What follows belongs to an exercise in optimizing a design on an open flow for small area; a production flow would make more cautious choices.
In this exercise RTL edits were held to simulation tests only and were not proved equivalent to the original.
The flow treats the clock pin as an ideal source, which a real chip does not have.
No activity file was given, so power comes from the tool's default toggle rates.

<file path="flow/run.sh">
#!/bin/bash
# The standard layout (standard.sh: unchanged synthesis and ORFS steps),
# with these changes, made through ORFS's own variables and step hooks:
#  - port buffers are the smallest buffer cell (buf_1), not the cell
#    buffer_ports picks by default;
#  - the clock tree is built by clocktree.tcl (a small root buffer on the
#    clock port feeding three leaf buffers); TritonCTS is then pointed at the clock port's net, which
#    only feeds those buffers, so it adds nothing. The rest of the CTS step
#    (legalisation, timing repair) runs as usual.
set -o pipefail
here=$(cd "$(dirname "$0")" && pwd)
export BUFFER_PORTS_ARGS="-buffer_cell sky130_fd_sc_hd__buf_1"
export PRE_CTS_TCL=$here/clocktree.tcl
export CLK_LEAF_CELL=sky130_fd_sc_hd__buf_8
export CLK_NLEAF=3
export CLK_ROOT_CELL=sky130_fd_sc_hd__clkbuf_1
export CTS_ARGS="-dont_use_dummy_load -clk_nets clk"
bash standard.sh > standard.log 2>&1
</file>
<file path="flow/clocktree.tcl">
# Clock tree by hand, in place of TritonCTS's: the clock port drives one
# small root buffer, which drives NLEAF leaf clock buffers; the registers
# are split among the leaves by position (k-means on their locations), each
# leaf placed at its cluster's centre and the root at the leaves' centre.
set block [ord::get_db_block]
set db [ord::get_db]
set clknet [$block findNet clk]
set leafcell $::env(CLK_LEAF_CELL)
set nleaf $::env(CLK_NLEAF)
set sinks {}
foreach it [$clknet getITerms] {
  set bb [[$it getInst] getBBox]
  lappend sinks [list $it [expr {([$bb xMin]+[$bb xMax])/2.0}] [expr {([$bb yMin]+[$bb yMax])/2.0}]]
}
set n [llength $sinks]
set sorted [lsort -real -index 1 $sinks]
set cx {}; set cy {}
for {set k 0} {$k < $nleaf} {incr k} {
  set s [lindex $sorted [expr {int(($k + 0.5) * $n / $nleaf)}]]
  lappend cx [lindex $s 1]; lappend cy [lindex $s 2]
}
for {set iter 0} {$iter < 50} {incr iter} {
  set assign {}
  foreach s $sinks {
    set best 0; set bd 1e30
    for {set k 0} {$k < $nleaf} {incr k} {
      set d [expr {abs([lindex $s 1]-[lindex $cx $k]) + abs([lindex $s 2]-[lindex $cy $k])}]
      if {$d < $bd} {set bd $d; set best $k}
    }
    lappend assign $best
  }
  set nx {}; set ny {}
  for {set k 0} {$k < $nleaf} {incr k} {
    set sx 0; set sy 0; set c 0
    foreach s $sinks a $assign {
      if {$a == $k} { set sx [expr {$sx+[lindex $s 1]}]; set sy [expr {$sy+[lindex $s 2]}]; incr c }
    }
    if {$c > 0} { lappend nx [expr {$sx/$c}]; lappend ny [expr {$sy/$c}] } else { lappend nx [lindex $cx $k]; lappend ny [lindex $cy $k] }
  }
  set cx $nx; set cy $ny
}
set root [odb::dbInst_create $block [$db findMaster $::env(CLK_ROOT_CELL)] clkbuf_root]
set rootnet [odb::dbNet_create $block clknet_root]
$rootnet setSigType CLOCK
[$root findITerm A] connect $clknet
[$root findITerm X] connect $rootnet
set rx 0; set ry 0
for {set k 0} {$k < $nleaf} {incr k} {
  set leaf [odb::dbInst_create $block [$db findMaster $leafcell] clkbuf_leaf_$k]
  set net [odb::dbNet_create $block clknet_leaf_$k]
  $net setSigType CLOCK
  [$leaf findITerm A] connect $rootnet
  [$leaf findITerm X] connect $net
  set c 0
  foreach s $sinks a $assign {
    if {$a == $k} { set it [lindex $s 0]; $it disconnect; $it connect $net; incr c }
  }
  $leaf setLocation [expr {int([lindex $cx $k])}] [expr {int([lindex $cy $k])}]
  $leaf setPlacementStatus PLACED
  set rx [expr {$rx + [lindex $cx $k]}]; set ry [expr {$ry + [lindex $cy $k]}]
  puts "clock tree: leaf $k, $leafcell, $c registers"
}
$root setLocation [expr {int($rx/$nleaf)}] [expr {int($ry/$nleaf)}]
$root setPlacementStatus PLACED
set_propagated_clock [all_clocks]
</file>
<file path="standard.sh">
#!/bin/bash
# synth_recipe.tcl (not shown) runs the flow's synth.tcl, then flattens the netlist and writes it again
# the make line also repeats each setting of config.mk as NAME=value (left out here)
make -C /OpenROAD-flow-scripts/flow DESIGN_CONFIG=/design/flow/config.mk WORK_HOME=/design/flow/orfs CLKGATE_MAP_FILE= SYNTH_SCRIPT=/design/flow/synth_recipe.tcl "${@:-finish}"
</file>
<file path="config.mk">
export PLATFORM = sky130hd
export DESIGN_NAME = top
export DESIGN_NICKNAME = top
export VERILOG_FILES = /design/flow/design.v
export SDC_FILE = /design/flow/constraint.sdc
export NUM_CORES = 4
export LEC_CHECK = 0
export ABC_AREA = 1
export CAP_MARGIN = 0
export CORE_MARGIN = 2
export CORE_UTILIZATION = 40
export SLEW_MARGIN = 0
export SYNTH_HIERARCHICAL = 1
</file>
<file path="constraint.sdc">
create_clock -name core_clock -period 5.0 [get_ports {clk}]
set_input_delay 1.0000 -clock core_clock [delete_from_list [all_inputs] [get_ports {clk}]]
set_output_delay 1.0000 -clock core_clock [all_outputs]
set_load 0.01 [all_outputs]
</file>
<file path="design.v">
module apb_master (clk, rst, sel, addr_in, latch, acc_n, sel_port);
  input clk;
  input rst;
  input sel;
  input [11:0] addr_in;
  output latch;
  output acc_n;
  output reg [2:0] sel_port;
  reg [2:0] t;
  reg m;
  wire stuck = t[2] & t[1] & ~t[0] & ~m & ~sel;    
  always @(posedge clk or negedge rst)
    if (!rst) begin
      t <= 3'b000;
      m <= 1'b0;
    end else begin
      t <= {t[1], t[0], (~t[2] & (t[1] | t[0] | sel)) | stuck};
      m <= (t[1] | t[0]) & (m | sel);
    end
  assign latch = ~m;
  assign acc_n = ~(t[2] & t[1] & ~t[0]);
  always @(posedge clk)
    if (latch)
      sel_port <= addr_in[10:8];
endmodule
module apb_slave (clk, acc_n, sel_port, wr_in, addr_in, data_in,
  wr_out1,addr_out1,data_out1,wr_out2,addr_out2,data_out2,
  wr_out3,addr_out3,data_out3,wr_out4,addr_out4,data_out4,
  wr_out5,addr_out5,data_out5,wr_out6,addr_out6,data_out6,
  psel1,psel2,psel3,psel4,psel5,psel6);
  input clk;
  input acc_n;    
  input [2:0] sel_port;
  input wr_in;
  input [11:0] addr_in;
  input [31:0] data_in;
  output wr_out1,wr_out2,wr_out3,wr_out4,wr_out5,wr_out6;
  output [11:0] addr_out1,addr_out2,addr_out3,addr_out4,addr_out5,addr_out6;
  output [31:0] data_out1,data_out2,data_out3,data_out4,data_out5,data_out6;
  output psel1,psel2,psel3,psel4,psel5,psel6;
  reg [2:0]  port;
  reg [44:0] xfer;    
  wire acc = ~acc_n;
  always @(posedge clk)
    if (acc) begin
      port <= sel_port;
      xfer <= {wr_in, addr_in, data_in};
    end
  assign psel1 = (port == 3'b010);
  assign psel2 = (port == 3'b011);
  assign psel3 = (port == 3'b100);
  assign psel4 = (port == 3'b101);
  assign psel5 = (port == 3'b110);
  assign psel6 = (port == 3'b111);
  wire [44:0] xfer_n = ~xfer;
  apb_gate g1 (xfer_n, psel1, {wr_out1, addr_out1, data_out1});
  apb_gate g2 (xfer_n, psel2, {wr_out2, addr_out2, data_out2});
  apb_gate g3 (xfer_n, psel3, {wr_out3, addr_out3, data_out3});
  apb_gate g4 (xfer_n, psel4, {wr_out4, addr_out4, data_out4});
  apb_gate g5 (xfer_n, psel5, {wr_out5, addr_out5, data_out5});
  apb_gate g6 (xfer_n, psel6, {wr_out6, addr_out6, data_out6});
endmodule
module apb_gate (xfer_n, psel, out);
  input [44:0] xfer_n;
  input psel;
  output [44:0] out;
  wire psel_n = ~psel;
  assign out = ~(xfer_n | {45{psel_n}});
endmodule
module top (clk,rst,addr_in,wr_in,sel,data_in,
  wr_out1,addr_out1,data_out1,wr_out2,addr_out2,data_out2,
  wr_out3,addr_out3,data_out3,wr_out4,addr_out4,data_out4,
  wr_out5,addr_out5,data_out5,wr_out6,addr_out6,data_out6,
  psel1,psel2,psel3,psel4,psel5,psel6);
  input clk;
  input rst;
  input [11:0] addr_in;
  input wr_in;  
  input sel;
  input [31:0] data_in;
  output wr_out1,wr_out2,wr_out3,wr_out4,wr_out5,wr_out6;
  output [11:0] addr_out1,addr_out2,addr_out3,addr_out4,addr_out5,addr_out6;
  output [31:0] data_out1,data_out2,data_out3,data_out4,data_out5,data_out6;
  output psel1,psel2,psel3,psel4,psel5,psel6 ;
  wire latch, acc_n;
  wire [2:0] sel_port;
  apb_master apb_m (.clk(clk), .rst(rst), .sel(sel), .addr_in(addr_in),
                    .latch(latch), .acc_n(acc_n), .sel_port(sel_port));
  apb_slave apb_s (clk, acc_n, sel_port, wr_in, addr_in, data_in,
        wr_out1,addr_out1,data_out1,wr_out2,addr_out2,data_out2,
        wr_out3,addr_out3,data_out3,wr_out4,addr_out4,data_out4,
        wr_out5,addr_out5,data_out5,wr_out6,addr_out6,data_out6,
        psel1,psel2,psel3,psel4,psel5,psel6);
endmodule
</file>
==> flow_summary.yaml, run 1 <==
run_status:
  status: "timing/DRC/antenna clean"
clocking:
  cts_setup_buffers: 0
  clk_latency_ns: 0.49
  clkTransAtPathRegs_ns: 0.11
  cts.hold.buffers_added: 0
  cts_resized: 0
setup_path:
  required_ns: 4.00
  cp_max_fo: 45
  cp-end-kind: "primary output"
  start_kind: "register"
  path_class: "register to primary output"
  cp.arrival_ns: 2.12
job:
  drv_cap: 0
synthesis:
  ys_types: 8
  netlist_area_um2: 3210
  avgSynthCellArea_um2: 7.53
  synth_nets: 474
  yosys_warnings: 8
  ys_seq_area_frac: 0.508
  synth_seq_cells: 55
  synth_cells: 426
global_routing:
  grt_max_degree: 49
  antenna_found_initial: 0
  grt_overflow: 0
  track_usage: 0.247
  grt_pass1_wl_um: 17000
  grt_pass1_vias: 3081
layout:
  final_cells: 831
  drive_above_1_share: 0.0165
  layout_common_cells: "buf_1 (323), nor2_1 (278), inv_1 (52)"
  layout_commonest_cell: "buf_1"
  n_antenna_cell: 0
  syn2layout_area_growth_pct: 34.9
  nets: 779
placement:
  gp_congestion: 0.760
  dp.cells: 827
  place_hpwl_um: 8780
  portBuffers: 323
drt:
  drt-total-wl_um: 12300
  num_vias: 3814
  drc_errors: 0
  first_iter_violations: 219
  firstDrtPassIters: 5
  ant_nets: 0
  viasPerCell: 4.59
  avgRoutedWirePerCell_um: 14.8
timing:
  period_minus_slack_ns: 3.12
  tns_ns: 0
  setup_viol_count_final: 0
  fin_skew_ns: 0.0152
  slew_violations: 0
  max_freq_ghz: 0.321
  period_share: 0.623
  tightest_slew_ns: 1.01
  rsz0062_at_grt: "false"
  slew_headroom: 0.324
  hold_viol_final: 0
die:
  initial_core_util: 0.413
  die-area_um2: 8760
  io_pins: 324
  fp.dieW_um: 93.6
  rows: 32
  core_area_um2: 7770
  fp.dieH_um: 93.6
power:
  p_leak_nw: 1.84
  power.density_nw_per_um2: 373
  totalPowerFinal_mw: 1.62
  vdd_drop_max_mv: 0.330
worst_hold_path:
  hp-class: "input port to async pin"
[power by group]
part | switching, mW | leakage, nW | internal [mW]
Sequential | 0.0346 | 0.516 | 0.643
Combinational | 0.573 | 1.30 | 0.167
Clock | 0.131 | 0.0234 | 0.0678
Total | 0.739 | 1.84 | 0.878
[state kept, by name (all words and copies together), names as in the netlist]
name / cells
apb_m.t: 3
apb_m.m: 1
apb_s.port: 3
apb_m.sel_port: 3
apb_s.xfer: 45
[layer usage]
layer / up-vias / share of wire / GRT usage / wire length [µm]
met1: 1753 / 0.41 / 0.331 / 4990
met5: - / 0 / 0 / 0
met3: 6 / 0.087 / 0.0435 / 1070
met2: 201 / 0.50 / 0.439 / 6160
met4: 0 / 0.0045 / 0.0145 / 55
li1: 1854 / - / - / -
[modules after synthesis, one instance, submodules excluded, a selection]
module      area (µm²)  times used  flops+latches
apb_slave         1660           1             48
apb_master         244           1              7
apb_gate           218           6              0
[cell usage after synthesis (all sizes together)]
cell type / count / area (µm²)
nor2: 280 / 1060
inv: 59 / 221
edfxtp: 51 / 1530
buf: 24 / 270
nand2: 8 / 30.0
dfrtp: 4 / 100
[logic make-up (layout without fill, tap and decap cells)]
kind of cell	count (synthesis)	in the layout	share of synthesized area
flops	55	55	0.508
buf+inv	83	386	0.153
simple gates	288	288	0.338
[path summary, 6_finish.rpt]
check | start | endpoint | slack (ns) | cells past startpoint
min reg2reg | apb_m.t[1] | apb_m.t[2] | 0.42 | 0
min | rst | apb_m.m | 0.32 | 1
max | apb_s.port[2] | data_out6[6] | 1.88 | 5
max in group asynchronous | rst | apb_m.t[0] | 4.49 | 1
max reg2reg | apb_m.t[0] | apb_s.xfer[28] | 3.26 | 3
min in group core_clock | apb_m.t[1] | apb_m.t[2] | 0.42 | 0
[critical path: stages, from the launching register on]
cell and delay (ns):
edfxtp_1 0.44, inv_1 0.11, nor2_1 0.08, inv_2 0.62, nor2_1 0.18, buf_1 0.18
[stage by stage]
stage / utilization / worst slack, ns / hold WS [ns] / cell area, µm²
CTS: 0.557 / 1.85 / 0.277 / 4330
global route: 0.557 / 1.65 / 0.243 / 4330
detailed placement: 0.551 / 2.41 / 0.396 / 4280
global placement: 0.551 / 2.47 / 0.386 / 4280
finish: 0.557 / 1.88 / 0.321 / 4330
floorplan: - / 2.80 / 0.374 / 3210
[cell type report]
class | count | area [µm²]
tap | 102 | 128
buffer | 4 | 48.8
multi-input combinational | 288 | 1090
fill | 848 | 3440
sequential | 55 | 1630
timing repair buffer | 323 | 1210
inverter | 59 | 221
==> inputs of run 2 (changes only) <==
==> flow/run.sh (replaced) <==
#!/bin/bash
# The standard layout (standard.sh: unchanged synthesis and ORFS steps),
# with these changes, made through ORFS's own variables and step hooks:
#  - port buffers are the smallest buffer cell (buf_1), not the cell
#    buffer_ports picks by default;
#  - the clock tree is built by clocktree.tcl: a small root buffer on the
#    clock port feeding two leaf buffers, the smallest of CLK_LEAF_CELL that
#    keeps the registers' estimated clock slew within CLK_MAX_SLEW_NS.
#    TritonCTS is then pointed at the clock port's net, which only feeds the
#    root buffer, so it adds nothing. The rest of the CTS step (legalisation,
#    timing repair) runs as usual.
set -o pipefail
here=$(cd "$(dirname "$0")" && pwd)
export BUFFER_PORTS_ARGS="-buffer_cell sky130_fd_sc_hd__buf_1"
export PRE_CTS_TCL=$here/clocktree.tcl
export CLK_LEAF_CELL="sky130_fd_sc_hd__buf_12 sky130_fd_sc_hd__clkbuf_16 sky130_fd_sc_hd__buf_16"
export CLK_MAX_SLEW_NS=0.118
export CLK_NLEAF=2
export CLK_ROOT_CELL=sky130_fd_sc_hd__clkbuf_1
export CTS_ARGS="-dont_use_dummy_load -clk_nets clk"
bash standard.sh > standard.log 2>&1
--- a/flow/clocktree.tcl
+++ b/flow/clocktree.tcl
@@ -1,5 +1,8 @@
 # Clock tree by hand, in place of TritonCTS's: the clock port drives one
-# small root buffer, which drives NLEAF leaf clock buffers; the registers
-# are split among the leaves by position (k-means on their locations), each
-# leaf placed at its cluster's centre and the root at the leaves' centre.
+# small root buffer, which drives NLEAF leaf buffers; the registers are
+# split among the leaves by position (k-means on their locations), each leaf
+# placed at its cluster's centre and the root at the leaves' centre.
+# CLK_LEAF_CELL lists leaf cells from smallest to largest: the leaves take
+# the first one whose estimated slew at the registers' clock pins is at most
+# CLK_MAX_SLEW_NS, or the last.
 set block [ord::get_db_block]
@@ -7,3 +10,4 @@
 set clknet [$block findNet clk]
-set leafcell $::env(CLK_LEAF_CELL)
+set leafcells $::env(CLK_LEAF_CELL)
+set leafcell [lindex $leafcells 0]
 set nleaf $::env(CLK_NLEAF)
@@ -65 +69,19 @@
 set_propagated_clock [all_clocks]
+
+proc clk_pin_slew_max {} {
+  estimate_parasitics -placement
+  set ms 0.0
+  foreach p [get_pins -hierarchical */CLK] {
+    set s [get_property $p slew_max]
+    if {$s > $ms} { set ms $s }
+  }
+  return $ms
+}
+set leaves {}
+for {set k 0} {$k < $nleaf} {incr k} { lappend leaves [$block findInst clkbuf_leaf_$k] }
+foreach cell $leafcells {
+  foreach leaf $leaves { $leaf swapMaster [$db findMaster $cell] }
+  set slew [clk_pin_slew_max]
+  puts "clock tree: leaves $cell, estimated clock-pin slew [format %.1f [expr {$slew * 1000}]] ps"
+  if {$slew <= $::env(CLK_MAX_SLEW_NS)} { break }
+}
==> run 2 against run 1 <==
Still clean on timing, DRC and antenna; register-to-register slack improved by 0.02 ns; cell area decreased by 0.12%; sequential power about the same; combinational power about the same; via count decreased by 0.71%; sequential share of layout area about the same; critical endpoint unchanged.
==> flow_summary.yaml, run 2 <==
power:
  p_seq_frac: 0.421
  intPower_mw: 0.875
  combPwrFrac: 0.460
  p_leak_nw: 1.84
  clkPwrFrac: 0.119
  totalPowerFinal_mw: 1.61
  power.density_nw_per_um2: 372
  power_switching_mw: 0.734
  vdd_drop_max_mv: 0.240
  swShare: 0.456
timing:
  hold_viol_final: 0
  max_freq_ghz: 0.322
  period_share: 0.621
  rsz0062_at_grt: "false"
  tns_ns: 0
  slew_headroom: 0.324
  setup_viol_count_final: 0
  slew_violations: 0
  tightest_slew_ns: 1.01
  fin_skew_ns: 0.00542
  period_minus_slack_ns: 3.10
setup_path:
  cp.arrival_ns: 2.10
  cp-end-kind: "primary output"
  cp_max_fo: 45
  required_ns: 4.00
  start_kind: "register"
  path_class: "register to primary output"
drt:
  first_iter_violations: 228
  avgRoutedWirePerCell_um: 14.7
  drc_errors: 0
  viasPerCell: 4.56
  firstDrtPassIters: 5
  num_vias: 3787
  drt-total-wl_um: 12200
  ant_nets: 0
synthesis:
  avgSynthCellArea_um2: 7.53
  synth_top_area_cell: "edfxtp_1"
  synthArstFlopShare: 0.0727
  yosys.area_share.xor_xnor: 0
  synth_top_family_by_area: "simple AND/OR/NAND/NOR gates"
  yosys_warnings: 8
  yosys.area_share.simple: 0.338
  muxShareOfSynthArea: 0
  synth_nets: 474
  synth_ff_type: "edfxtp_1"
  netlist_top_cells_count: "nor2_1 (278), inv_1 (53), edfxtp_1 (51)"
  synth_top_area_share: 0.477
  synth_seq_cells: 55
  ys_types: 8
  synth.most_common_cell: "nor2_1"
  synth.area.top_cells: "edfxtp_1 (48%), nor2_1 (33%), buf_6 (8.4%), inv_1 (6.2%), dfrtp_1 (3.1%)"
  synth_edf_count: 51
  synth_cells: 426
  ys_seq_area_frac: 0.508
  netlist_area_um2: 3210
  synthAdderAreaFrac: 0
  synth_compound_area_frac: 0
layout:
  syn2layout_area_growth_pct: 34.7
  largest_register_ffs: 45
  top_register: "apb_s.xfer"
  n_antenna_cell: 0
  nets: 778
  layout_commonest_cell: "buf_1"
  layout_common_cells: "buf_1 (323), nor2_1 (278), inv_1 (52)"
  fin_area_um2: 4320
  n_fill_cell: 842
  drive_above_1_share: 0.0151
die:
  fp.dieW_um: 93.6
  initial_core_util: 0.413
  die-area_um2: 8760
  core_area_um2: 7770
  fp.dieH_um: 93.6
  io_pins: 324
  rows: 32
global_routing:
  grt_max_degree: 49
  grt_pass1_wl_um: 16900
  grt_pass1_vias: 3070
  track_usage: 0.246
  grt_overflow: 0
  antenna_found_initial: 0
placement:
  placed_area_um2: 4280
  gp_congestion: 0.760
  place_hpwl_um: 8780
  portBuffers: 323
clocking:
  clkTransAtPathRegs_ns: 0.11
  cts_setup_buffers: 0
  cts_resized: 0
  cts.hold.buffers_added: 0
  clk_latency_ns: 0.46
run_status:
  status: "timing/DRC/antenna clean"
worst_hold_path:
  hp-class: "input port to async pin"
job:
  drv_cap: 0
## run 2: cell types whose count changed in the layout (fill, tap and decap cells not counted)
cell    delta
buf_8      -3
buf_12     +2
## run 2: critical path, cell delays in order, from the launching register on
cell      delay (ns)
edfxtp_1        0.44
inv_1           0.11
nor2_1          0.08
inv_2           0.63
nor2_1          0.19
buf_1           0.19
## run 2: through the flow
step	util	setup slack, ns	hold slack (ns)	cells
final	0.557	1.90	0.351	830
after global routing	0.557	1.71	0.308	830
after CTS	0.557	1.88	0.312	830
after detailed placement	0.551	2.41	0.396	827
after global placement	0.551	2.47	0.386	827
after floorplan	-	2.80	0.374	426
## run 2: kinds of logic (layout without fill, tap and decap cells)
kind of cell  Yosys count  count (layout)
simple gates          288             288
buf+inv                83             385
flops                  55              55
## run 2: path summary, 6_finish.rpt
path	startpoint	endpoint	slack (ns)	cells past startpoint
max	apb_s.port[2]	data_out6[6]	1.90	5
min	rst	apb_m.t[2]	0.35	1
max reg2reg	apb_m.t[1]	apb_s.xfer[30]	3.28	4
min reg2reg	apb_m.t[1]	apb_m.t[2]	0.42	0
max in group asynchronous	rst	apb_m.m	4.45	1
min in group core_clock	apb_m.t[1]	apb_m.t[2]	0.42	0
## run 2: power groups by stage
stage | Combinational [mW] | Sequential, mW | Clock, mW
after floorplan | 0.514 | 0.681 | 0
after global placement | 0.731 | 0.685 | 0
after detailed placement | 0.738 | 0.689 | 0
after CTS | 0.741 | 0.679 | 0.200
after global routing | 0.818 | 0.689 | 0.213
final | 0.739 | 0.677 | 0.192
## run 2: layout make-up
class / instances / area (µm²) / share of cell area
plain buffers: 3 / 43.8 / 0.0101
inverters: 59 / 221 / 0.0512
multi-input cells: 288 / 1090 / 0.251
flip-flops and latches: 55 / 1630 / 0.377
well taps: 102 / 128 / 0.0295
repair buffers: 323 / 1210 / 0.280
## run 2: layer usage
layer	track usage	vias up	share of wire	routed length, µm
li1	-	1855	-	-
met1	0.333	1718	0.41	5040
met2	0.435	208	0.50	6100
met3	0.0403	6	0.083	1010
met4	0.0169	0	0.0061	74
met5	0	-	0	0
## run 2: per-module statistics from Yosys (local to each module, per instance), excerpt
module      times used  cells inside  area, µm²  flops+latches
apb_gate             6            50        218              0
apb_master           1            20        244              7
apb_slave            1           106       1660             48
==> inputs of run 3 (changes only) <==
--- a/flow/run.sh
+++ b/flow/run.sh
@@ -5,2 +5,5 @@
 #    buffer_ports picks by default;
+#  - before repair_design, combinational cells with a fanout of at most
+#    DOWNSIZE_MAX_FANOUT are set to their smallest drive strength
+#    (downsize.tcl); repair_design sizes up what needs it;
 #  - the clock tree is built by clocktree.tcl: a small root buffer on the
@@ -14,2 +17,4 @@
 export BUFFER_PORTS_ARGS="-buffer_cell sky130_fd_sc_hd__buf_1"
+export PRE_RESIZE_TCL=$here/downsize.tcl
+export DOWNSIZE_MAX_FANOUT=4
 export PRE_CTS_TCL=$here/clocktree.tcl
==> flow/downsize.tcl (new file) <==
# Before repair_design: a combinational cell that drives only a few pins
# gets its smallest drive strength (same function and pins); repair_design
# then sizes up again whatever needs it.
set n 0
set saved 0.0
foreach dbinst [[ord::get_db_block] getInsts] {
  set name [[$dbinst getMaster] getName]
  if {![regexp {^(sky130_fd_sc_hd__[a-z0-9]+)_([0-9]+)$} $name -> base drive]} { continue }
  if {[regexp {df|edf|sdf|dl|tap|fill|decap|conb|clkbuf|clkinv|^sky130_fd_sc_hd__buf$} $base]} { continue }
  set fanout 0
  foreach it [$dbinst getITerms] {
    if {[$it isOutputSignal] && [$it getNet] ne "NULL"} {
      set fanout [expr {[llength [[$it getNet] getITerms]] - 1 + [llength [[$it getNet] getBTerms]]}]
    }
  }
  if {$fanout > $::env(DOWNSIZE_MAX_FANOUT)} { continue }
  set lc [get_lib_cells */$name]
  set best $name
  set barea [get_property $lc area]
  foreach d {0 1 2} {
    set cand [get_lib_cells -quiet */${base}_$d]
    if {$cand eq "" || [get_property $cand dont_use]} { continue }
    set a [get_property $cand area]
    if {$a < $barea} { set best [get_name $cand]; set barea $a }
  }
  if {$best ne $name} {
    puts "downsize: [$dbinst getName] $name -> $best (fanout $fanout)"
    set saved [expr {$saved + [get_property $lc area] - $barea}]
    replace_cell [get_cells [$dbinst getName]] [get_lib_cells */$best]
    incr n
  }
}
puts "downsize: $n cells to a smaller drive, [format %.1f $saved] um2"
==> run 3 against run 2 <==
Synthesized cell count unchanged; cell area increased by 0.12%; combinational power is essentially flat; clock power rose by 4%; synthesized area did not move; global-route usage about the same; first-iteration DRC count rose by 16%; cell count unchanged; setup slack lost 0.013 ns.
==> flow_summary.yaml, run 3 <==
run_status:
  status: "timing/DRC/antenna clean"
synthesis:
  netlist_top_cells_count: "nor2_1 (278), inv_1 (53), edfxtp_1 (51)"
  synth_cells: 426
  synth_seq_cells: 55
  ys_types: 8
  synth_ff_type: "edfxtp_1"
  synth.most_common_cell: "nor2_1"
  yosys_warnings: 8
  ys_seq_area_frac: 0.508
  synth_nets: 474
  synth.area.top_cells: "edfxtp_1 (48%), nor2_1 (33%), buf_6 (8.4%), inv_1 (6.2%), dfrtp_1 (3.1%)"
  synth_edf_count: 51
  synthArstFlopShare: 0.0727
  synth_top_area_cell: "edfxtp_1"
  avgSynthCellArea_um2: 7.53
  synth_top_area_share: 0.477
  netlist_area_um2: 3210
clocking:
  clk_latency_ns: 0.48
  cts.hold.buffers_added: 0
  cts_setup_buffers: 0
  cts_resized: 0
  clkTransAtPathRegs_ns: 0.11
placement:
  portBuffers: 323
  gp_congestion: 0.760
  place_hpwl_um: 8800
setup_path:
  cp.arrival_ns: 2.12
  rr_startpoint: "apb_m.t[0]"
  crit_path_frequent_cell: "nor2_1"
  start_kind: "register"
  cp-end-kind: "primary output"
  crit_path_start: "apb_s.port[2]"
  cp_max_fo: 45
  crit_family: "buffers and inverters"
  cp_num_buf_inv: 3
  crit_slowest_cell: "inv_2"
  path_class: "register to primary output"
  path_cells: "inv_1 > nor2_1 > inv_2 > nor2_1 > buf_1"
  cpPeakStageDelay_ns: 0.62
  required_ns: 4.00
power:
  combPwrFrac: 0.457
  power.density_nw_per_um2: 373
  vdd_drop_max_mv: 0.339
  p_seq_frac: 0.419
  swShare: 0.452
  power_switching_mw: 0.729
  p_leak_nw: 1.84
  intPower_mw: 0.883
  clkPwrFrac: 0.124
job:
  drv_cap: 0
timing:
  slew_headroom: 0.327
  tns_ns: 0
  setup_viol_count_final: 0
  period_minus_slack_ns: 3.12
  slew_violations: 0
  fin_skew_ns: 0.0149
  tightest_slew_ns: 1.01
  hold_viol_final: 0
  period_share: 0.623
  max_freq_ghz: 0.321
  rsz0062_at_grt: "false"
drt:
  ant_nets: 0
  avgRoutedWirePerCell_um: 14.7
  drc_errors: 0
  drt-total-wl_um: 12200
  viasPerCell: 4.64
  first_iter_violations: 265
  num_vias: 3850
  firstDrtPassIters: 5
die:
  fp.dieW_um: 93.6
  fp.dieH_um: 93.6
  io_pins: 324
  core_area_um2: 7770
  rows: 32
  die-area_um2: 8760
  initial_core_util: 0.413
layout:
  drive_above_1_share: 0.0124
  layout_common_cells: "buf_1 (323), nor2_1 (280), inv_1 (52)"
  fin_util: 0.557
  nets: 778
  syn2layout_area_growth_pct: 34.9
  top_register: "apb_s.xfer"
  layout_commonest_cell: "buf_1"
  largest_register_ffs: 45
  n_antenna_cell: 0
global_routing:
  grt_pass1_wl_um: 17000
  antenna_found_initial: 0
  grt_overflow: 0
  grt_pass1_vias: 3194
  grt_max_degree: 49
  track_usage: 0.246
worst_hold_path:
  hp-class: "input port to async pin"
-- run 3: cell counts after synthesis --
No cell type changed its count.
-- run 3: power by group through the flow --
stage | Sequential [mW] | Clock (mW) | Combinational [mW]
floorplan | 0.681 | 0 | 0.514
global placement | 0.685 | 0 | 0.731
detailed placement | 0.687 | 0 | 0.737
CTS | 0.677 | 0.205 | 0.739
global route | 0.688 | 0.219 | 0.818
finish | 0.676 | 0.200 | 0.736
-- run 3: final timing paths --
check / cells past startpoint / slack [ns] / to
setup / recovery: 5 / 1.88 / data_out6[6]
hold / removal: 1 / 0.33 / apb_m.t[0]
setup reg to reg: 3 / 3.26 / apb_s.port[2]
hold reg to reg: 0 / 0.42 / apb_m.t[2]
max in group asynchronous: 1 / 4.47 / apb_m.m
min in group core_clock: 0 / 0.42 / apb_m.t[2]
-- run 3: final cells by class --
type | count | area [µm²]
plain buffers | 3 | 53.8
fillers | 841 | 3440
inverters | 59 | 221
multi-input cells | 288 | 1080
flip-flops and latches | 55 | 1630
well taps | 102 | 128
repair buffers | 323 | 1210
-- run 3: metrics by stage --
step | std cells | hold WS (ns) | power (mW) | cell area, µm² | worst slack, ns
2_1_floorplan | 426 | 0.374 | 1.19 | 3210 | 2.80
3_3_place_gp | 827 | 0.386 | 1.42 | 4280 | 2.47
3_5_place_dp | 827 | 0.394 | 1.42 | 4270 | 2.39
4_1_cts | 830 | 0.318 | 1.62 | 4330 | 1.87
5_1_grt | 830 | 0.312 | 1.72 | 4330 | 1.76
6_report | 830 | 0.328 | 1.61 | 4330 | 1.88
-- run 3: kinds of logic (layout without fill, tap and decap cells) --
kind of cell / count (synthesis) / count (layout) / share of synthesized area
and+or+nand+nor: 288 / 288 / 0.338
DFF: 55 / 55 / 0.508
buffers and inverters: 83 / 385 / 0.153
-- run 3: Yosys stat by module, one instance, submodules excluded, a selection --
module	cell area, µm²	copies in the design
apb_slave	1660	1
apb_master	244	1
apb_gate	218	6
-- run 3: metal layers --
layer / wire (µm) / GRT usage / part of all wire
met1: 4860 / 0.320 / 0.40
met3: 1170 / 0.0483 / 0.095
met4: 59 / 0.0326 / 0.0048
met2: 6130 / 0.437 / 0.50
met5: 0 / 0 / 0
==> inputs of run 4 (changes only) <==
--- a/flow/run.sh
+++ b/flow/run.sh
@@ -9,4 +9,5 @@
 #  - the clock tree is built by clocktree.tcl: a small root buffer on the
-#    clock port feeding two leaf buffers, the smallest of CLK_LEAF_CELL that
-#    keeps the registers' estimated clock slew within CLK_MAX_SLEW_NS.
+#    clock port feeding a few leaf buffers, the smallest choice in
+#    CLK_OPTIONS that keeps the registers' estimated clock slew within
+#    CLK_MAX_SLEW_NS.
 #    TritonCTS is then pointed at the clock port's net, which only feeds the
@@ -20,5 +21,4 @@
 export PRE_CTS_TCL=$here/clocktree.tcl
-export CLK_LEAF_CELL="sky130_fd_sc_hd__buf_12 sky130_fd_sc_hd__clkbuf_16 sky130_fd_sc_hd__buf_16"
+export CLK_OPTIONS="2:sky130_fd_sc_hd__buf_12 3:sky130_fd_sc_hd__buf_8 2:sky130_fd_sc_hd__clkbuf_16 3:sky130_fd_sc_hd__buf_12"
 export CLK_MAX_SLEW_NS=0.118
-export CLK_NLEAF=2
 export CLK_ROOT_CELL=sky130_fd_sc_hd__clkbuf_1
==> flow/clocktree.tcl (replaced) <==
# Clock tree by hand, in place of TritonCTS's: the clock port drives one
# small root buffer (CLK_ROOT_CELL), which drives a few leaf buffers; the
# registers are split among the leaves by position (k-means on their
# locations), each leaf placed at its cluster's centre and the root at the
# leaves' centre.
# CLK_OPTIONS lists "count:cell" choices for the leaves, smallest total area
# first: the tree takes the first whose estimated slew at the registers'
# clock pins is at most CLK_MAX_SLEW_NS, or the last.
set block [ord::get_db_block]
set db [ord::get_db]
set clknet [$block findNet clk]

set sinks {}
foreach it [$clknet getITerms] {
  set bb [[$it getInst] getBBox]
  lappend sinks [list $it [expr {([$bb xMin]+[$bb xMax])/2.0}] [expr {([$bb yMin]+[$bb yMax])/2.0}]]
}
set n [llength $sinks]

set root [odb::dbInst_create $block [$db findMaster $::env(CLK_ROOT_CELL)] clkbuf_root]
set rootnet [odb::dbNet_create $block clknet_root]
$rootnet setSigType CLOCK
[$root findITerm A] connect $clknet
[$root findITerm X] connect $rootnet

# k-means of the registers into nleaf clusters; returns {assignment cx cy}
proc clusters {sinks nleaf} {
  set n [llength $sinks]
  set sorted [lsort -real -index 1 $sinks]
  set cx {}; set cy {}
  for {set k 0} {$k < $nleaf} {incr k} {
    set s [lindex $sorted [expr {int(($k + 0.5) * $n / $nleaf)}]]
    lappend cx [lindex $s 1]; lappend cy [lindex $s 2]
  }
  for {set iter 0} {$iter < 50} {incr iter} {
    set assign {}
    foreach s $sinks {
      set best 0; set bd 1e30
      for {set k 0} {$k < $nleaf} {incr k} {
        set d [expr {abs([lindex $s 1]-[lindex $cx $k]) + abs([lindex $s 2]-[lindex $cy $k])}]
        if {$d < $bd} {set bd $d; set best $k}
      }
      lappend assign $best
    }
    set nx {}; set ny {}
    for {set k 0} {$k < $nleaf} {incr k} {
      set sx 0; set sy 0; set c 0
      foreach s $sinks a $assign {
        if {$a == $k} { set sx [expr {$sx+[lindex $s 1]}]; set sy [expr {$sy+[lindex $s 2]}]; incr c }
      }
      if {$c > 0} { lappend nx [expr {$sx/$c}]; lappend ny [expr {$sy/$c}] } else { lappend nx [lindex $cx $k]; lappend ny [lindex $cy $k] }
    }
    set cx $nx; set cy $ny
  }
  return [list $assign $cx $cy]
}

proc build {nleaf cell} {
  global block db sinks root rootnet
  lassign [clusters $sinks $nleaf] assign cx cy
  set rx 0; set ry 0
  for {set k 0} {$k < $nleaf} {incr k} {
    set leaf [odb::dbInst_create $block [$db findMaster $cell] clkbuf_leaf_$k]
    set net [odb::dbNet_create $block clknet_leaf_$k]
    $net setSigType CLOCK
    [$leaf findITerm A] connect $rootnet
    [$leaf findITerm X] connect $net
    set c 0
    foreach s $sinks a $assign {
      if {$a == $k} { set it [lindex $s 0]; $it disconnect; $it connect $net; incr c }
    }
    $leaf setLocation [expr {int([lindex $cx $k])}] [expr {int([lindex $cy $k])}]
    $leaf setPlacementStatus PLACED
    set rx [expr {$rx + [lindex $cx $k]}]; set ry [expr {$ry + [lindex $cy $k]}]
    puts "clock tree: leaf $k, $cell, $c registers"
  }
  $root setLocation [expr {int($rx/$nleaf)}] [expr {int($ry/$nleaf)}]
  $root setPlacementStatus PLACED
}

# undo build: every register back on the clock port's net
proc teardown {nleaf} {
  global block sinks clknet
  foreach s $sinks { set it [lindex $s 0]; $it disconnect; $it connect $clknet }
  for {set k 0} {$k < $nleaf} {incr k} {
    odb::dbInst_destroy [$block findInst clkbuf_leaf_$k]
    odb::dbNet_destroy [$block findNet clknet_leaf_$k]
  }
}

proc clk_pin_slew_max {} {
  estimate_parasitics -placement
  set ms 0.0
  foreach p [get_pins -hierarchical */CLK] {
    set s [get_property $p slew_max]
    if {$s > $ms} { set ms $s }
  }
  return $ms
}

set_propagated_clock [all_clocks]
set options $::env(CLK_OPTIONS)
foreach opt $options {
  lassign [split $opt :] nleaf cell
  build $nleaf $cell
  set slew [clk_pin_slew_max]
  puts "clock tree: $nleaf x $cell, estimated clock-pin slew [format %.1f [expr {$slew * 1000}]] ps"
  if {$slew <= $::env(CLK_MAX_SLEW_NS) || $opt eq [lindex $options end]} { break }
  teardown $nleaf
}
==> run 4 against run 3 <==
The flow now stops in clock tree synthesis; synthesized area unchanged; synthesized cell count unchanged.
==> flow_summary.yaml, run 4 <==
synthesis:
  ys_seq_area_frac: 0.508
  synth.area.top_cells: "edfxtp_1 (48%), nor2_1 (33%), buf_6 (8.4%), inv_1 (6.2%), dfrtp_1 (3.1%)"
  yosys_warnings: 8
  synth_top_area_cell: "edfxtp_1"
  synth_top_area_share: 0.477
  synth_seq_cells: 55
  synth_nets: 474
  ys_types: 8
  netlist_area_um2: 3210
  synth_cells: 426
  netlist_top_cells_count: "nor2_1 (278), inv_1 (53), edfxtp_1 (51)"
  synth.most_common_cell: "nor2_1"
  synth_edf_count: 51
  synth_ff_type: "edfxtp_1"
  avgSynthCellArea_um2: 7.53
  synthArstFlopShare: 0.0727
placement:
  dp.cells: 827
  gp_congestion: 0.760
  portBuffers: 323
  place_hpwl_um: 8800
  dp_slack_ns: 2.39
  placed_area_um2: 4270
die:
  fp.dieH_um: 93.6
  fp.dieW_um: 93.6
  io_pins: 324
  initial_core_util: 0.413
  rows: 32
run_status:
  tool.error: "Error: cts.tcl, 6 can't read \"sinks\": no such variable"
  status: "aborted with a tool error"
  stop_stage: "clock tree synthesis"
[run 4: worst max path at each step]
stage | startpoint | depth (start not counted) | to | slack, ns
floorplan | apb_s.port[0] | 6 | addr_out5[0] | 2.80
global placement | apb_s.port[2] | 5 | data_out6[7] | 2.47
detailed placement | apb_s.port[2] | 5 | data_out6[6] | 2.39
[run 4: power by group through the flow]
stage / clock, mW / combinational (mW) / sequential (mW)
after global placement: 0 / 0.731 / 0.685
after detailed placement: 0 / 0.737 / 0.687
after floorplan: 0 / 0.514 / 0.681
[run 4: logic make-up after synthesis]
logic type / Yosys count / share of synthesized area
DFF: 55 / 0.508
buffers and inverters: 83 / 0.153
and+or+nand+nor: 288 / 0.338
[run 4: per-module statistics from Yosys (local to each module, per instance), excerpt]
module | cells | times used | area (µm²) | flops+latches
apb_gate | 50 | 6 | 218 | 0
apb_master | 20 | 1 | 244 | 7
apb_slave | 106 | 1 | 1660 | 48
[run 4: stage by stage]
step | power, mW | hold WS [ns]
3_3_place_gp | 1.42 | 0.386
3_5_place_dp | 1.42 | 0.394
2_1_floorplan | 1.19 | 0.374
==> inputs of run 5 (changes only) <==
--- a/flow/clocktree.tcl
+++ b/flow/clocktree.tcl
@@ -8,23 +8,23 @@
 # clock pins is at most CLK_MAX_SLEW_NS, or the last.
-set block [ord::get_db_block]
-set db [ord::get_db]
-set clknet [$block findNet clk]
+set ::block [ord::get_db_block]
+set ::db [ord::get_db]
+set ::clknet [$::block findNet clk]
 
-set sinks {}
-foreach it [$clknet getITerms] {
+set ::sinks {}
+foreach it [$::clknet getITerms] {
   set bb [[$it getInst] getBBox]
-  lappend sinks [list $it [expr {([$bb xMin]+[$bb xMax])/2.0}] [expr {([$bb yMin]+[$bb yMax])/2.0}]]
+  lappend ::sinks [list $it [expr {([$bb xMin]+[$bb xMax])/2.0}] [expr {([$bb yMin]+[$bb yMax])/2.0}]]
 }
-set n [llength $sinks]
+set n [llength $::sinks]
 
-set root [odb::dbInst_create $block [$db findMaster $::env(CLK_ROOT_CELL)] clkbuf_root]
-set rootnet [odb::dbNet_create $block clknet_root]
-$rootnet setSigType CLOCK
-[$root findITerm A] connect $clknet
-[$root findITerm X] connect $rootnet
+set ::root [odb::dbInst_create $::block [$::db findMaster $::env(CLK_ROOT_CELL)] clkbuf_root]
+set ::rootnet [odb::dbNet_create $::block clknet_root]
+$::rootnet setSigType CLOCK
+[$::root findITerm A] connect $::clknet
+[$::root findITerm X] connect $::rootnet
 
 # k-means of the registers into nleaf clusters; returns {assignment cx cy}
-proc clusters {sinks nleaf} {
-  set n [llength $sinks]
-  set sorted [lsort -real -index 1 $sinks]
+proc clusters {nleaf} {
+  set n [llength $::sinks]
+  set sorted [lsort -real -index 1 $::sinks]
   set cx {}; set cy {}
@@ -36,3 +36,3 @@
     set assign {}
-    foreach s $sinks {
+    foreach s $::sinks {
       set best 0; set bd 1e30
@@ -47,3 +47,3 @@
       set sx 0; set sy 0; set c 0
-      foreach s $sinks a $assign {
+      foreach s $::sinks a $assign {
         if {$a == $k} { set sx [expr {$sx+[lindex $s 1]}]; set sy [expr {$sy+[lindex $s 2]}]; incr c }
@@ -58,13 +58,12 @@
 proc build {nleaf cell} {
-  global block db sinks root rootnet
-  lassign [clusters $sinks $nleaf] assign cx cy
+  lassign [clusters $nleaf] assign cx cy
   set rx 0; set ry 0
   for {set k 0} {$k < $nleaf} {incr k} {
-    set leaf [odb::dbInst_create $block [$db findMaster $cell] clkbuf_leaf_$k]
-    set net [odb::dbNet_create $block clknet_leaf_$k]
+    set leaf [odb::dbInst_create $::block [$::db findMaster $cell] clkbuf_leaf_$k]
+    set net [odb::dbNet_create $::block clknet_leaf_$k]
     $net setSigType CLOCK
-    [$leaf findITerm A] connect $rootnet
+    [$leaf findITerm A] connect $::rootnet
     [$leaf findITerm X] connect $net
     set c 0
-    foreach s $sinks a $assign {
+    foreach s $::sinks a $assign {
       if {$a == $k} { set it [lindex $s 0]; $it disconnect; $it connect $net; incr c }
@@ -76,4 +75,4 @@
   }
-  $root setLocation [expr {int($rx/$nleaf)}] [expr {int($ry/$nleaf)}]
-  $root setPlacementStatus PLACED
+  $::root setLocation [expr {int($rx/$nleaf)}] [expr {int($ry/$nleaf)}]
+  $::root setPlacementStatus PLACED
 }
@@ -82,7 +81,6 @@
 proc teardown {nleaf} {
-  global block sinks clknet
-  foreach s $sinks { set it [lindex $s 0]; $it disconnect; $it connect $clknet }
+  foreach s $::sinks { set it [lindex $s 0]; $it disconnect; $it connect $::clknet }
   for {set k 0} {$k < $nleaf} {incr k} {
-    odb::dbInst_destroy [$block findInst clkbuf_leaf_$k]
-    odb::dbNet_destroy [$block findNet clknet_leaf_$k]
+    odb::dbInst_destroy [$::block findInst clkbuf_leaf_$k]
+    odb::dbNet_destroy [$::block findNet clknet_leaf_$k]
   }
==> run 5 against run 4 <==
The run now finishes clean; synthesized area stayed put; synthesized cell count stayed put.
==> flow_summary.yaml, run 5 <==
run_status:
  status: "timing/DRC/antenna clean"
timing:
  period_share: 0.635
  tns_ns: 0
  fin_skew_ns: 0.0101
  rsz0062_at_grt: "false"
  slew_violations: 0
  setup_viol_count_final: 0
  hold_viol_final: 0
  slew_headroom: 0.319
  period_minus_slack_ns: 3.17
  fin_ws_ns: 1.83
  max_freq_ghz: 0.315
  tightest_slew_ns: 1.02
  fin_hold_ws_ns: 0.284
placement:
  dp_slack_ns: 2.39
  place_hpwl_um: 8800
  gp_congestion: 0.760
  portBuffers: 323
job:
  drv_cap: 0
layout:
  top_register: "apb_s.xfer"
  syn2layout_area_growth_pct: 34.7
  n_antenna_cell: 0
  nets: 779
  largest_register_ffs: 45
  layout_commonest_cell: "buf_1"
  drive_above_1_share: 0.0137
  n_fill_cell: 846
  regArea_um2: 1630
  layout_common_cells: "buf_1 (323), nor2_1 (280), inv_1 (52)"
  multi_input_area_um2: 1080
drt:
  first_iter_violations: 283
  drt-total-wl_um: 12200
  num_vias: 3872
  ant_nets: 0
  drc_errors: 0
  avgRoutedWirePerCell_um: 14.7
  viasPerCell: 4.66
  firstDrtPassIters: 5
setup_path:
  reg2reg_depth: 4
  cpPeakStageDelay_ns: 0.63
  crit_path_frequent_cell: "nor2_1"
  path_cells: "inv_1 > nor2_1 > inv_2 > nor2_1 > buf_1"
  crit_path_start: "apb_s.port[2]"
  crit_slowest_cell: "inv_2"
  rrSetupSlack_ns: 3.24
  path_class: "register to primary output"
  cp-end-kind: "primary output"
  timing.rr.end: "apb_s.port[2]"
  cp_max_fo: 45
  cp.arrival_ns: 2.17
  rr_startpoint: "apb_m.t[1]"
  required_ns: 4.00
  start_kind: "register"
global_routing:
  grt_pass1_vias: 3191
  antenna_found_initial: 0
  grt_overflow: 0
  grt_max_degree: 49
  grt_pass1_wl_um: 17000
  track_usage: 0.246
synthesis:
  synth.most_common_cell: "nor2_1"
  ys_seq_area_frac: 0.508
  avgSynthCellArea_um2: 7.53
  synth_cells: 426
  ys_types: 8
  synth.area.top_cells: "edfxtp_1 (48%), nor2_1 (33%), buf_6 (8.4%), inv_1 (6.2%), dfrtp_1 (3.1%)"
  synth_top_area_cell: "edfxtp_1"
  synth_seq_cells: 55
  synthArstFlopShare: 0.0727
  yosys_warnings: 8
  synth_ff_type: "edfxtp_1"
  netlist_area_um2: 3210
  netlist_top_cells_count: "nor2_1 (278), inv_1 (53), edfxtp_1 (51)"
  synth_nets: 474
  synth_top_area_share: 0.477
  synth_edf_count: 51
power:
  p_leak_nw: 1.84
  vdd_drop_max_mv: 0.311
  power.density_nw_per_um2: 374
clocking:
  cts.hold.buffers_added: 0
  cts_setup_buffers: 0
  clk_latency_ns: 0.52
  clkTransAtPathRegs_ns: 0.11
  cts_resized: 0
die:
  fp.dieH_um: 93.6
  fp.dieW_um: 93.6
  core_area_um2: 7770
  io_pins: 324
  die-area_um2: 8760
  initial_core_util: 0.413
  rows: 32
worst_hold_path:
  hp-class: "input port to async pin"
run 5: cell counts after synthesis:
Identical to the previous run, type by type.
run 5: critical path, delay by kind of cell (launching register included):
family | cells | cell delay, ns
buffers and inverters | 3 | 0.93
and+or+nand+nor | 2 | 0.28
DFF | 1 | 0.44
run 5: routing by layer:
layer / vias to the layer above / routed length (µm) / GRT usage
met3: 14 / 1090 / 0.0508
met2: 202 / 6090 / 0.430
li1: 1857 / - / -
met1: 1799 / 4910 / 0.322
met5: - / 0 / 0
met4: 0 / 110 / 0.0411
run 5: how the worst max path moves through the flow:
| stage | cells past startpoint | end |
|---|---|---|
| finish | 5 | data_out6[6] |
| global placement | 5 | data_out6[7] |
| global route | 6 | data_out4[6] |
| detailed placement | 5 | data_out6[6] |
| floorplan | 6 | addr_out5[0] |
| CTS | 5 | data_out6[6] |
run 5: logic make-up after synthesis:
logic type | after synthesis | synth area share
flip-flops | 55 | 0.508
AND/OR/NAND/NOR | 288 | 0.338
buffers and inverters | 83 | 0.153
run 5: power breakdown:
| group | switching (mW) | total (mW) | leakage, nW | internal (mW) |
|---|---|---|---|---|
| clock | 0.134 | 0.202 | 0.0234 | 0.0677 |
| sequential | 0.0335 | 0.677 | 0.516 | 0.643 |
| combinational | 0.572 | 0.737 | 1.30 | 0.166 |
| total | 0.740 | 1.62 | 1.84 | 0.876 |
run 5: cell type report:
cell class	count	area share
Multi-Input combinational cell	288	0.250
Tap cell	102	0.0295
Inverter	59	0.0512
Sequential cell	55	0.377
Buffer	4	0.0113
Timing Repair Buffer	323	0.280
run 5: Yosys stat by module (local to each module, per instance), excerpt:
module / area, µm² / times used / flops+latches
apb_slave: 1660 / 1 / 48
apb_gate: 218 / 6 / 0
apb_master: 244 / 1 / 7
run 5: per-stage QoR:
stage          cells  total power [mW]  cell area (µm²)   util
2_1_floorplan    426              1.19             3210      -
3_3_place_gp     827              1.42             4280  0.551
3_5_place_dp     827              1.42             4270  0.550
4_1_cts          831              1.62             4320  0.557
5_1_grt          831              1.73             4320  0.557
6_report         831              1.62             4320  0.557
==> inputs of run 6 (changes only) <==
--- a/design.v
+++ b/design.v
@@ -9,4 +9,4 @@
   reg [2:0] t;
-  reg m;
-  wire stuck = t[2] & t[1] & ~t[0] & ~m & ~sel;    
+  reg m_n;    
+  wire stuck = t[2] & t[1] & ~t[0] & m_n & ~sel;    
   always @(posedge clk or negedge rst)
@@ -14,8 +14,8 @@
       t <= 3'b000;
-      m <= 1'b0;
+      m_n <= 1'b1;
     end else begin
       t <= {t[1], t[0], (~t[2] & (t[1] | t[0] | sel)) | stuck};
-      m <= (t[1] | t[0]) & (m | sel);
+      m_n <= ~((t[1] | t[0]) & (~m_n | sel));
     end
-  assign latch = ~m;
+  assign latch = m_n;
   assign acc_n = ~(t[2] & t[1] & ~t[0]);
==> run 6 against run 5 <==
Maximum frequency increased by 4.3%; clock power decreased by 8%; combinational power fell by 0.8%; global-route usage grew 0.15 points; via count down 2.0%; worst hold slack improved by 0.072 ns; register-to-register slack barely moved; critical path depth up 1; setup slack better by 0.13 ns.
==> flow_summary.yaml, run 6 <==
setup_path:
  path_class: "register to primary output"
  crit_path_frequent_cell: "nor2_1"
  path_cells: "inv_1 > nand2_1 > nor2_1 > inv_2 > nor2_1 > buf_1"
  required_ns: 4.00
  rr_startpoint: "apb_m.t[1]"
  cp_max_fo: 45
  timing.rr.end: "apb_s.xfer[37]"
  reg2reg_depth: 4
  cp.arrival_ns: 2.04
  cpPeakStageDelay_ns: 0.42
  cp-end-kind: "primary output"
  crit_slowest_cell: "edfxtp_1"
  rrSetupSlack_ns: 3.24
  start_kind: "register"
power:
  power.density_nw_per_um2: 371
  p_leak_nw: 1.84
  vdd_drop_max_mv: 0.250
  power_switching_mw: 0.726
  intPower_mw: 0.878
  combPwrFrac: 0.456
  clkPwrFrac: 0.116
  p_seq_frac: 0.428
  swShare: 0.453
synthesis:
  synth_ff_type: "edfxtp_1"
  netlist_top_cells_count: "nor2_1 (278), inv_1 (53), edfxtp_1 (51)"
  synth_top_area_share: 0.477
  synth_nets: 474
  synth_edf_count: 51
  synthArstFlopShare: 0.0727
  synth.area.top_cells: "edfxtp_1 (48%), nor2_1 (33%), buf_6 (8.4%), inv_1 (6.2%), dfrtp_1 (2.3%)"
  avgSynthCellArea_um2: 7.54
  synth_cells: 426
  synth_seq_cells: 55
  ys_types: 10
  netlist_area_um2: 3210
  ys_seq_area_frac: 0.509
  synth.most_common_cell: "nor2_1"
  synth_top_area_cell: "edfxtp_1"
  yosys_warnings: 8
layout:
  largest_register_ffs: 45
  n_antenna_cell: 0
  layout_commonest_cell: "buf_1"
  syn2layout_area_growth_pct: 34.6
  top_register: "apb_s.xfer"
  drive_above_1_share: 0.0137
  fin_util: 0.556
  nets: 778
  layout_common_cells: "buf_1 (323), nor2_1 (279), inv_1 (52)"
timing:
  slew_violations: 0
  fin_skew_ns: 0.0177
  setup_viol_count_final: 0
  tightest_slew_ns: 0.992
  max_freq_ghz: 0.329
  slew_headroom: 0.339
  hold_viol_final: 0
  fin_ws_ns: 1.96
  period_minus_slack_ns: 3.04
  tns_ns: 0
  fin_hold_ws_ns: 0.357
  period_share: 0.609
  rsz0062_at_grt: "false"
die:
  initial_core_util: 0.413
  fp.dieW_um: 93.6
  core_area_um2: 7770
  rows: 32
  die-area_um2: 8760
  io_pins: 324
  fp.dieH_um: 93.6
drt:
  avgRoutedWirePerCell_um: 14.5
  ant_nets: 0
  first_iter_violations: 238
  drt-total-wl_um: 12100
  viasPerCell: 4.57
  num_vias: 3793
  drc_errors: 0
  firstDrtPassIters: 5
global_routing:
  track_usage: 0.248
  grt_max_degree: 49
  antenna_found_initial: 0
  grt_pass1_wl_um: 17100
  grt_overflow: 0
  grt_pass1_vias: 3163
clocking:
  clk_latency_ns: 0.45
  cts_resized: 0
  cts_setup_buffers: 0
  clkTransAtPathRegs_ns: 0.11
  cts.hold.buffers_added: 0
job:
  drv_cap: 0
run_status:
  status: "timing/DRC/antenna clean"
worst_hold_path:
  hp-class: "input port to async pin"
placement:
  portBuffers: 323
  place_hpwl_um: 8820
  dp_slack_ns: 2.47
  gp_congestion: 0.791
run 6: cell types whose count changed in the layout (fill, tap and decap cells not counted), sizes merged:
cell	before	now
nor2	280	279
dfrtp	4	3
dfstp	0	1
buf	326	325
o22ai	0	1
run 6: cells by family after synthesis:
group                  synth area share
DFF                               0.509
and+or+nand+nor                   0.336
AOI/OAI and AO/OA               0.00195
buffers and inverters             0.153
run 6: per-module statistics from Yosys (local to each module, per instance), a selection:
module / cells inside / area [µm²]
apb_gate: 50 / 218
apb_master: 20 / 245
apb_slave: 106 / 1660
run 6: how the worst max path moves through the flow:
| stage | start | end | slack [ns] | cells past startpoint |
|---|---|---|---|---|
| after floorplan | apb_s.port[0] | addr_out5[0] | 2.80 | 6 |
| after global placement | apb_s.port[2] | data_out6[8] | 2.50 | 5 |
| after detailed placement | apb_s.port[2] | data_out6[8] | 2.47 | 5 |
| after CTS | apb_s.port[1] | data_out6[8] | 1.98 | 5 |
| after global routing | apb_s.port[0] | data_out5[4] | 1.82 | 6 |
| final | apb_s.port[1] | addr_out4[8] | 1.96 | 6 |
run 6: through the flow:
stage	power [mW]	cell area, µm²	instances
after floorplan	1.20	3210	426
after global placement	1.42	4280	827
after detailed placement	1.43	4280	827
after CTS	1.61	4320	830
after global routing	1.72	4320	830
final	1.60	4320	830
run 6: routing by layer:
metal  track usage  vias to the layer above  wire, µm  part of all wire
li1              -                     1857         -                 -
met1         0.329                     1732      4910              0.41
met2         0.435                      192      6020              0.50
met3        0.0467                       12       990             0.082
met4        0.0326                        0       133             0.011
met5             0                        -         0                 0
run 6: area by class of cell:
type / instances / area [µm²]
Inverter: 59 / 221
Fill cell: 800 / 3450
Buffer: 3 / 43.8
Sequential cell: 55 / 1630
Tap cell: 102 / 128
Timing Repair Buffer: 323 / 1210
Multi-Input combinational cell: 288 / 1080
run 6: critical path, delay by kind of cell, from the launching register on:
family	cells	cell delay, ns
simple gates	3	0.54
flops	1	0.42
buf+inv	3	0.63
run 6: power by group through the flow:
stage                     Sequential [mW]  Combinational (mW)  Clock, mW
after floorplan                     0.687               0.512          0
after global placement              0.695               0.727          0
after detailed placement            0.698               0.730          0
after CTS                           0.688               0.732      0.194
after global routing                0.700               0.810      0.210
final                               0.686               0.731      0.186
==> inputs of run 7 (changes only) <==
--- a/flow/run.sh
+++ b/flow/run.sh
@@ -21,3 +21,3 @@
 export PRE_CTS_TCL=$here/clocktree.tcl
-export CLK_OPTIONS="2:sky130_fd_sc_hd__buf_12 3:sky130_fd_sc_hd__buf_8 2:sky130_fd_sc_hd__clkbuf_16 3:sky130_fd_sc_hd__buf_12"
+export CLK_OPTIONS="2:sky130_fd_sc_hd__buf_6 2:sky130_fd_sc_hd__buf_8 3:sky130_fd_sc_hd__buf_6 2:sky130_fd_sc_hd__buf_12 3:sky130_fd_sc_hd__buf_8 2:sky130_fd_sc_hd__clkbuf_16 3:sky130_fd_sc_hd__buf_12"
 export CLK_MAX_SLEW_NS=0.118
--- a/config.mk
+++ b/config.mk
@@ -10,3 +10,3 @@
 export CORE_MARGIN = 2
-export CORE_UTILIZATION = 40
+export CORE_UTILIZATION = 50
 export SLEW_MARGIN = 0
==> run 7 against run 6 <==
The run now fails in I/O pin placement; synthesized cell count unchanged; synthesized area did not move.
==> flow_summary.yaml, run 7 <==
die:
  fp.dieH_um: 84.1
  fp.dieW_um: 84.1
  initial_core_util: 0.511
  rows: 29
run_status:
  status: "aborted with a tool error"
  stop_stage: "I/O pin placement"
  tool.error: "[ERROR PPL-0024] Number of IO pins (324) exceeds maximum number of available positions (296). Increase the die perimeter from 336.52um to 440.64um."
synthesis:
  ys_types: 10
  netlist_top_cells_count: "nor2_1 (278), inv_1 (53), edfxtp_1 (51)"
  synth_top_area_cell: "edfxtp_1"
  synth.most_common_cell: "nor2_1"
  synth_ff_type: "edfxtp_1"
  synth_seq_cells: 55
  synth_edf_count: 51
  synth_cells: 426
  synth_nets: 474
  ys_seq_area_frac: 0.509
  netlist_area_um2: 3210
  synthArstFlopShare: 0.0727
  yosys_warnings: 8
  synth_top_area_share: 0.477
  avgSynthCellArea_um2: 7.54
  synth.area.top_cells: "edfxtp_1 (48%), nor2_1 (33%), buf_6 (8.4%), inv_1 (6.2%), dfrtp_1 (2.3%)"
-- run 7: logic make-up after synthesis --
logic type,share of synthesized area
buffers and inverters,0.153
AND/OR/NAND/NOR,0.336
AO/OA/AOI/OAI,0.00195
flip-flops,0.509
-- run 7: modules after synthesis, one instance, submodules excluded, a selection --
module      cells  cell area [µm²]
apb_master     20              245
apb_slave     106             1660
apb_gate       50              218

-- what the ideal ports hide --
In the flow no input, the clock included, has a driving cell. The finished layouts below were timed again as built, in two steps.
Step 1, drivers: a clkbuf_16 drives clk and a buf_2 each remaining input, both assumed.
Step 2, shift: input delay + t, output delay - t, t = (earliest + latest rising clock arrival at the registers) / 2. This alone moves slack from input paths to output paths.
a / b / c = ideal / step 1 / step 2; a / b = the first two.
| run | shift t [ns] | setup WS [ns] | hold WS [ns] | clock arrival spread, ns |
|---|---|---|---|---|
| run 1 | 0.515 | 1.883 / 1.852 / 2.367 | 0.321 / 0.331 / 0.417 | 0.016 / 0.016 |
| run 2 | 0.492 | 1.896 / 1.864 / 2.356 | 0.351 / 0.360 / 0.419 | 0.007 / 0.008 |
| run 3 | 0.505 | 1.883 / 1.851 / 2.356 | 0.328 / 0.345 / 0.418 | 0.015 / 0.016 |
| run 5 | 0.547 | 1.826 / 1.794 / 2.341 | 0.284 / 0.302 / 0.408 | 0.011 / 0.012 |
| run 6 | 0.478 | 1.956 / 1.924 / 2.402 | 0.357 / 0.372 / 0.433 | 0.018 / 0.018 |
After both steps setup and hold are still met in every run listed.
